This is an optimization exercise on Yosys and OpenROAD, whose aim is small area and a short achievable clock period, not a production implementation. Only simulation tests tie the RTL to the original design; equivalence was not proved. Power figures rest on the tool's default switching activity, not on a simulated workload.

==> flow/design.v <==
module finalproject #(
    parameter CLK_FREQ_HZ = 8_000,
    parameter SCAN_RATE   = 1000
)(
    input  wire        CLK,
    input  wire        RST_N,
    input  wire [3:0]  ROWS,
    output reg  [3:0]  COLS,
    output wire [7:0]  HEX0,
    output wire [7:0]  HEX1,
    output wire [7:0]  HEX2,
    output wire [9:0]  LEDS,
    output wire [7:0]  DBG
);
    reg [2:0] cnt;
    reg       tick;        
    reg       first;       
    always @(posedge CLK or negedge RST_N) begin
        if (!RST_N) begin
            cnt   <= 3'd0;
            tick  <= 1'b0;
            first <= 1'b1;
            COLS  <= 4'b1110;
        end else begin
            cnt  <= cnt + 3'd1;
            tick <= (cnt == 3'd7);
            if (tick) begin
                first <= 1'b0;
                if (!first) COLS <= {COLS[2:0], COLS[3]};
            end
        end
    end
    wire one_row = (ROWS == 4'b1110) | (ROWS == 4'b1101) |
                   (ROWS == 4'b1011) | (ROWS == 4'b0111);
    wire [1:0] cidx = {~COLS[3] | ~COLS[2], ~COLS[3] | ~COLS[1]};
    wire [1:0] ridx = {~ROWS[3] | ~ROWS[2], ~ROWS[3] | ~ROWS[1]};
    reg [3:0] kcode;
    always @(*) begin
        case ({cidx, ridx})
            4'b00_00: kcode = 4'd1;  4'b00_01: kcode = 4'd4;
            4'b00_10: kcode = 4'd7;  4'b00_11: kcode = 4'hE;
            4'b01_00: kcode = 4'd2;  4'b01_01: kcode = 4'd5;
            4'b01_10: kcode = 4'd8;  4'b01_11: kcode = 4'd0;
            4'b10_00: kcode = 4'd3;  4'b10_01: kcode = 4'd6;
            4'b10_10: kcode = 4'd9;  4'b10_11: kcode = 4'hF;
            4'b11_00: kcode = 4'hA;  4'b11_01: kcode = 4'hB;
            4'b11_10: kcode = 4'hC;  default:  kcode = 4'hD;
        endcase
    end
    reg [3:0] code;        
    reg       kev;         
    reg       idle;        
    always @(posedge CLK) code <= kcode;
    always @(posedge CLK or negedge RST_N) begin
        if (!RST_N) begin
            kev  <= 1'b0;
            idle <= 1'b1;
        end else begin
            kev <= tick & idle & one_row;
            if (tick) idle <= (ROWS == 4'b1111);
        end
    end
    wire k_clr   = (code == 4'hE);
    wire k_eq    = (code == 4'hF);
    wire k_op    = code[3] & (code[2] ^ code[1]);
    wire k_digit = ~code[3] | ~(code[2] | code[1]);
    function [6:0] seg;
        input [3:0] v;
        begin
            seg[0] = (v[0] & ~v[1] & ~v[2] & ~v[3]) | (v[0] & ~v[1] & v[2] & v[3]) | (~v[0] & ~v[1] & v[2] & ~v[3]) | (v[0] & v[1] & ~v[2] & v[3]);
            seg[1] = (~v[0] & v[2] & v[3]) | (v[0] & ~v[1] & v[2] & ~v[3]) | (~v[0] & v[1] & v[2]) | (v[0] & v[1] & v[3]);
            seg[2] = (~v[0] & v[1] & ~v[2] & ~v[3]) | (v[1] & v[2] & v[3]) | (~v[0] & v[2] & v[3]);
            seg[3] = (v[0] & ~v[1] & ~v[2] & ~v[3]) | (~v[0] & ~v[1] & v[2] & ~v[3]) | (~v[0] & v[1] & ~v[2] & v[3]) | (v[0] & v[1] & v[2]);
            seg[4] = (v[0] & ~v[3]) | (~v[1] & v[2] & ~v[3]) | (v[0] & ~v[1] & ~v[2]);
            seg[5] = (v[0] & ~v[1] & v[2] & v[3]) | (v[1] & ~v[2] & ~v[3]) | (v[0] & ~v[2] & ~v[3]) | (v[0] & v[1] & ~v[3]);
            seg[6] = (~v[0] & ~v[1] & v[2] & v[3]) | (v[0] & v[1] & v[2] & ~v[3]) | (~v[1] & ~v[2] & ~v[3]);
        end
    endfunction
    reg [6:0] opa, opb;
    reg [2:0] op;
    reg       opsel;
    reg       done;
    reg       first_op;
    reg [1:0] dcnt;
    reg [3:0] last_key;
    reg       ready;
    reg [6:0] hex0, hex1, hex2;
    reg [12:0] lfsr;
    wire acc   = kev & ready;
    wire work  = acc & ~k_clr & ~done;      
    wire w_dig = work & k_digit;
    wire w_op  = work & k_op;
    wire w_eq  = work & k_eq;
    wire w_clr = acc & k_clr;
    wire       two = (dcnt == 2'd1);
    wire [6:0] x10 = {last_key, 3'b000} + {2'b00, last_key, 1'b0} + {3'b000, code};
    wire [6:0] nv  = two ? x10 : {3'b000, code};
    localparam [12:0] LFSR_SEED = 13'h0001;
    localparam [12:0] LFSR_END  = 13'h1914;
    wire [12:0] lfsr_nx = {lfsr[11:0], lfsr[12] ^ lfsr[3] ^ lfsr[2] ^ lfsr[0]};
    always @(posedge CLK)
        lfsr <= work ? LFSR_SEED : lfsr_nx;
    localparam S_IDLE = 3'd0, S_WAIT = 3'd1, S_START = 3'd2, S_LOOP = 3'd3,
               S_FIX = 3'd4, S_CONV = 3'd5, S_SEG = 3'd6;
    reg [7:0] R, Q;
    reg       c, qc, eqf;
    reg [2:0] st;
    wire op_add = (op == 3'd1);
    wire op_sub = (op == 3'd2);
    wire op_mul = (op == 3'd3);
    wire op_div = (op == 3'd4);
    wire k0 = (cnt == 3'd0);
    wire k7 = (cnt == 3'd7);
    wire [7:0] opa8 = {1'b0, opa};
    wire [7:0] opb8 = {1'b0, opb};
    wire ab = opa8[cnt];
    wire bb = opb8[cnt];
    wire tb = (cnt == 3'd1) | (cnt == 3'd3);                  
    wire eb = (cnt == 3'd1) | (cnt == 3'd2) | (cnt == 3'd3);   
    wire bz  = (opb == 7'd0);
    wire err = op_div & bz;
    wire ld  = op_add | op_sub | op_div;
    wire in_conv = (st == S_CONV);
    wire sub = in_conv | op_sub | op_div;
    wire rb  = R[0];
    wire qb  = Q[0];
    wire yb  = (in_conv ? tb : bb) ^ sub;
    wire cin = k0 ? sub : c;
    wire sb  = rb ^ yb ^ cin;
    wire cout = (rb & yb) | (cin & (rb ^ yb));
    wire qcin = k0 | qc;
    wire qs  = qb ^ qcin;
    reg nbR, nbQ;
    always @(*) begin
        case (st)
            S_START: begin
                nbR = err ? eb : (ld & ab);
                nbQ = err ? eb : ld;
            end
            S_LOOP, S_CONV: begin
                nbR = sb;
                nbQ = qs;
            end
            S_FIX: begin
                nbR = op_div ? qb : (op_mul & rb);
                nbQ = 1'b0;
            end
            default: begin
                nbR = rb;
                nbQ = qb;
            end
        endcase
        if (k7) begin
            nbR = 1'b0;
            nbQ = 1'b0;
        end
    end
    wire ge10 = R[7] | R[6] | R[5] | (R[4] & (R[3] | R[2]));
    wire q9   = Q[4] & Q[1];
    wire [2:0] s_cs = (ge10 & ~q9) ? S_CONV : S_SEG;
    wire [3:0] units = {R[2], R[1], R[0], R[7]};       
    wire [3:0] s0   = (st == S_SEG) ? Q[4:1] : (k_eq ? (units & {4{opsel}}) : code);
    wire [6:0] seg0 = seg(s0);
    reg [2:0] st_n;
    always @(*) begin
        case (st)
            S_WAIT:  st_n = S_START;
            S_START: st_n = err ? S_SEG : ((ld | (op_mul & ~eqf)) ? S_LOOP : s_cs);
            S_LOOP:  st_n = op_mul ? (eqf ? S_FIX : S_LOOP) :
                            op_div ? (c ? S_LOOP : S_FIX) :
                            op_sub ? (c ? s_cs : S_FIX) : s_cs;
            S_FIX:   st_n = s_cs;
            S_CONV:  st_n = s_cs;
            default: st_n = S_IDLE;
        endcase
    end
    always @(posedge CLK) begin
        c   <= cout;
        qc  <= qcin & qb;
        eqf <= (k0 | eqf) & ~(nbQ ^ ab);
        R   <= {nbR, R[7:1]};
        if ((st == S_SEG) & k7) Q <= {1'b0, seg0};
        else Q <= {nbQ, Q[7:1]};
    end
    always @(posedge CLK or negedge RST_N) begin
        if (!RST_N) st <= S_IDLE;
        else if (w_dig | w_op) st <= S_WAIT;
        else if (k7) st <= st_n;
    end
    wire [2:0] op_n   = w_clr ? 3'd0 : (w_op ? code[2:0] - 3'd1 : op);
    wire       done_n = ~w_clr & (done | w_eq);
    always @(posedge CLK or negedge RST_N) begin
        if (!RST_N) begin
            opa <= 0; opb <= 0; op <= 0; opsel <= 0; done <= 0;
            first_op <= 1; dcnt <= 0; last_key <= 0; ready <= 1;
            hex0 <= 7'b1000000; hex1 <= 7'b1111111; hex2 <= 7'b1111111;
        end else begin
            if (work) ready <= 1'b0;
            else if (lfsr == LFSR_END) ready <= 1'b1;
            if (acc) last_key <= code;
            if (w_clr | (w_dig & first_op)) opa <= w_clr ? 7'd0 : nv;
            if (w_clr | (w_dig & ~first_op)) opb <= w_clr ? 7'd0 : nv;
            op <= op_n;
            done <= done_n;
            if (w_clr | w_op) opsel <= w_op;
            if (w_clr | w_op) first_op <= w_clr;
            if (w_clr | w_op | w_dig) dcnt <= w_dig ? (two ? 2'd2 : 2'd1) : 2'd0;
            if (w_clr) hex0 <= 7'b1000000;
            else if (w_dig | w_eq) hex0 <= seg0;
            if (w_eq) hex1 <= opsel ? {Q[5:0], Q[7]} : 7'b1000000;
            else if (w_dig & two) hex1 <= hex0;
            else if (w_clr | w_op | w_dig) hex1 <= 7'b1111111;
            if (w_clr) hex2 <= 7'b1111111;
            else if (w_op)
                case (code[2:0])
                    3'b010:  hex2 <= 7'b0001000;     
                    3'b011:  hex2 <= 7'b0000011;     
                    3'b100:  hex2 <= 7'b1000110;     
                    default: hex2 <= 7'b0100001;     
                endcase
            else if (w_eq & ~opsel) hex2 <= 7'b0001110;   
        end
    end
    assign HEX0 = {1'b1, hex0};
    assign HEX1 = {1'b1, hex1};
    assign HEX2 = {1'b1, hex2};
    assign LEDS = {done, opsel, first_op, dcnt, ready, last_key};
    assign DBG  = {op, done, opa[3:0]};
endmodule
==> flow/config.mk <==
export PLATFORM = sky130hd
export DESIGN_NAME = finalproject
export DESIGN_NICKNAME = finalproject
export VERILOG_FILES = /design/flow/design.v
export SDC_FILE = /design/flow/constraint.sdc
export NUM_CORES = 4
export LEC_CHECK = 0
export ABC_AREA = 1
export CAP_MARGIN = 20
export CORE_MARGIN = 2
export CORE_UTILIZATION = 40
export CTS_BUF_LIST = sky130_fd_sc_hd__clkbuf_8
export SLEW_MARGIN = 20
==> flow/constraint.sdc <==
create_clock -name core_clock -period 10.0 [get_ports {CLK}]
set_input_delay 2.0000 -clock core_clock [delete_from_list [all_inputs] [get_ports {CLK}]]
set_output_delay 2.0000 -clock core_clock [all_outputs]
set_load 0.01 [all_outputs]
standard.sh (not shown) runs the stock make flow with config.mk's settings and CLKGATE_MAP_FILE= SYNTH_SCRIPT=/design/flow/synth_recipe.tcl, a recipe that flattens the netlist after the stock synthesis.
==> flow/flow/run.sh <==
#!/bin/bash
# Own flow: the standard layout (standard.sh, unchanged synthesis,
# floorplan, power grid, placement, CTS and routing), with two changes:
#  - the port buffers are plain buffers instead of the delay cells that
#    buffer_ports picks by default;
#  - setup repair aims at a margin below the clock period.
# Each tool's full output stays in orfs/logs; make's output goes to
# standard.log in this folder.
set -euo pipefail
bash standard.sh \
  "BUFFER_PORTS_ARGS=-buffer_cell sky130_fd_sc_hd__buf_1" \
  SETUP_SLACK_MARGIN=7 \
  finish > standard.log 2>&1
==> next run, changes <==
--- a/flow/flow/run.sh
+++ b/flow/flow/run.sh
@@ -9,5 +9,5 @@
 set -euo pipefail
 bash standard.sh \
-  "BUFFER_PORTS_ARGS=-buffer_cell sky130_fd_sc_hd__buf_1" \
+  "BUFFER_PORTS_ARGS=-buffer_cell sky130_fd_sc_hd__buf_2" \
   SETUP_SLACK_MARGIN=7 \
   finish > standard.log 2>&1
CTS_BUF_LIST = not set   (was sky130_fd_sc_hd__clkbuf_8)
After rerunning: Area after synthesis is unchanged; non-clock buffer count shrinks by 7; setup slack improved by 0.042 ns; total power grows by 12%; global-route usage shrinks by 0.15 points.

========
Setup of the baseline:
Another version of the RTL of finalproject (not shown whole).
Size: roughly 630 cells after synthesis, roughly 52 I/O pins, roughly 5000 um2 of cells after synthesis.
==> flow/config.mk <==
export PLATFORM = sky130hd
export DESIGN_NAME = finalproject
export DESIGN_NICKNAME = finalproject
export VERILOG_FILES = /design/flow/design.v
export SDC_FILE = /design/flow/constraint.sdc
export NUM_CORES = 4
export LEC_CHECK = 0
export ABC_AREA = 1
export CAP_MARGIN = 0
export CORE_MARGIN = 2
export CORE_UTILIZATION = 40
export SLEW_MARGIN = 0
==> flow/constraint.sdc <==
create_clock -name core_clock -period 10.0 [get_ports {CLK}]
set_input_delay 2.0000 -clock core_clock [delete_from_list [all_inputs] [get_ports {CLK}]]
set_output_delay 2.0000 -clock core_clock [all_outputs]
set_load 0.01 [all_outputs]
==> flow/flow/run.sh <==
#!/bin/bash
# Own flow: the standard layout (standard.sh, unchanged synthesis,
# floorplan, power grid, placement, CTS and routing), with two changes:
#  - the port buffers are plain buffers instead of the delay cells that
#    buffer_ports picks by default;
#  - setup repair aims at a margin below the clock period.
# Each tool's full output stays in orfs/logs; make's output goes to
# standard.log in this folder.
set -euo pipefail
bash standard.sh \
  "BUFFER_PORTS_ARGS=-buffer_cell sky130_fd_sc_hd__buf_1" \
  SETUP_SLACK_MARGIN=7 \
  finish > standard.log 2>&1
The baseline did not stop at any stage, and its layout met the timing, design-rule and antenna checks.
What the candidate does differently from the baseline at the input level:
diff --git a/flow/flow/run.sh b/flow/flow/run.sh
--- a/flow/flow/run.sh
+++ b/flow/flow/run.sh
@@ -9,5 +9,5 @@
 set -euo pipefail
 bash standard.sh \
-  "BUFFER_PORTS_ARGS=-buffer_cell sky130_fd_sc_hd__buf_1" \
-  SETUP_SLACK_MARGIN=7 \
+  "BUFFER_PORTS_ARGS=-buffer_cell sky130_fd_sc_hd__buf_2" \
+  SETUP_SLACK_MARGIN=6.9 \
   finish > standard.log 2>&1
diff --git a/flow/config.mk b/flow/config.mk
--- a/flow/config.mk
+++ b/flow/config.mk
@@ -7,6 +7,6 @@
 export LEC_CHECK = 0
 export ABC_AREA = 1
-export CAP_MARGIN = 0
+export CAP_MARGIN = 20
 export CORE_MARGIN = 2
 export CORE_UTILIZATION = 40
-export SLEW_MARGIN = 0
+export SLEW_MARGIN = 20
==> run notes <==
NOTE upper clock frequency limit the baseline->the candidate decreased slightly. Logic depth of the worst path, buffers included was higher in the run labelled the baseline. Diff the baseline..the candidate | area after synthesis | unchanged. Final worst hold slack: the candidate better than the baseline. Clock share of power: the baseline and the candidate compared, higher one is the candidate.

========
Setup of run 1:
finalproject, a different RTL version from the one above (not shown whole).
Size in the first run: roughly 590 cells after synthesis, roughly 5500 sq um of cells after synthesis.
clock: 10.0 ns
lec_check: 0
cap_margin: 20
core_margin: 2
core_utilization: 40
slew_margin: 20
run.sh (not shown) runs the stock make flow with config.mk's settings and CLKGATE_MAP_FILE= SYNTH_SCRIPT=/design/flow/synth_recipe.tcl, a recipe that flattens the netlist after the stock synthesis.
Stock flow here: none of the scripts above is used.
Run 1 completed end to end with timing, DRC and antenna clean.
--- input diff run 1..run 2 ---
- setting CTS_BUF_LIST to sky130_fd_sc_hd__clkbuf_4 sky130_fd_sc_hd__clkbuf_8 for the first time
==> flow/flow/run.sh (new file) <==
#!/bin/bash
# Own flow: the standard layout (standard.sh, unchanged synthesis,
# floorplan, power grid, placement, CTS and routing), with two changes:
#  - the port buffers are plain buffers instead of the delay cells that
#    buffer_ports picks by default;
#  - setup repair aims at a margin below the clock period.
# Each tool's full output stays in orfs/logs; make's output goes to
# standard.log in this folder.
set -euo pipefail
bash standard.sh \
  "BUFFER_PORTS_ARGS=-buffer_cell sky130_fd_sc_hd__buf_2" \
  SETUP_SLACK_MARGIN=7 \
  finish > standard.log 2>&1
==> flow/standard.sh (new file) <==
#!/bin/bash
# synth_recipe.tcl (not shown) runs the flow's synth.tcl, then flattens the netlist and writes it again
# the make line also repeats each setting of config.mk as NAME=value (left out here)
make -C /OpenROAD-flow-scripts/flow DESIGN_CONFIG=/design/flow/config.mk WORK_HOME=/design/flow/orfs CLKGATE_MAP_FILE= SYNTH_SCRIPT=/design/flow/synth_recipe.tcl "${@:-finish}"
removed: flow/run.sh
==> run notes <==
Each of the runs, namely run 2 and run 1, reached the end of the flow and came out clean. In the flow results for run 2 and run 1, the wire length is smaller on run 1. Compared with run 1, in run 2 design area rose by about 2.2%; final total power lower.
### run 2 -> run 3
- clearing CTS_BUF_LIST, which used to be sky130_fd_sc_hd__clkbuf_4 sky130_fd_sc_hd__clkbuf_8
Results
Run 3 finished every stage and its layout cleared the timing, design-rule and antenna checks.
No stage failed in run 2, and the final checks on the layout all came back clean.
Compared with run 2, run 3 improves final critical-path required period.
Run 2 -> run 3: combinational power increased slightly
Delta (run 3 minus run 2): final-layout non-clock buffer area share decreased by 1.4 points relative to the old numbers, initial DRC count now smaller, switching power share of the total went down 1.1 points.

==> re-timing with driven ports <==
In the flow no input, the clock included, has a driving cell. The finished layouts below were timed again as built, in two steps. Step 1: set_driving_cell puts a clkbuf_16 on CLK and a buf_2 on each other input, an assumption about the parent block. Step 2, shift: input delay + t, output delay - t, t = (earliest + latest rising clock arrival at the registers) / 2. This alone moves slack from input paths to output paths. Three values: ideal ports, drivers, drivers and shift; two values: the first two.
| run | t, ns | setup WS [ns] | hold WS [ns] | worst setup path at the end |
|---|---|---|---|---|
| the first run of note 1 | 0.402 | 6.942 / 6.909 / 7.084 | 0.357 / 0.357 / 0.357 | input to register |
| the second run of note 1 | 0.376 | 6.984 / 6.949 / 7.128 | 0.351 / 0.351 / 0.351 | input to register |
| the baseline | 0.378 | 7.041 / 7.003 / 7.165 | 0.350 / 0.350 / 0.350 | input to register |
| the candidate | 0.372 | 7.006 / 6.967 / 7.227 | 0.354 / 0.354 / 0.354 | input to register |
| run 1 | 0.391 | 6.286 / 6.286 / 6.286 | 0.422 / 0.422 / 0.422 | register to register |
| run 2 | 0.416 | 6.948 / 6.914 / 7.079 | 0.436 / 0.436 / 0.436 | register to register |
| run 3 | 0.395 | 6.951 / 6.910 / 7.095 | 0.432 / 0.432 / 0.432 | register to register |
After both steps every run listed still meets setup and hold.
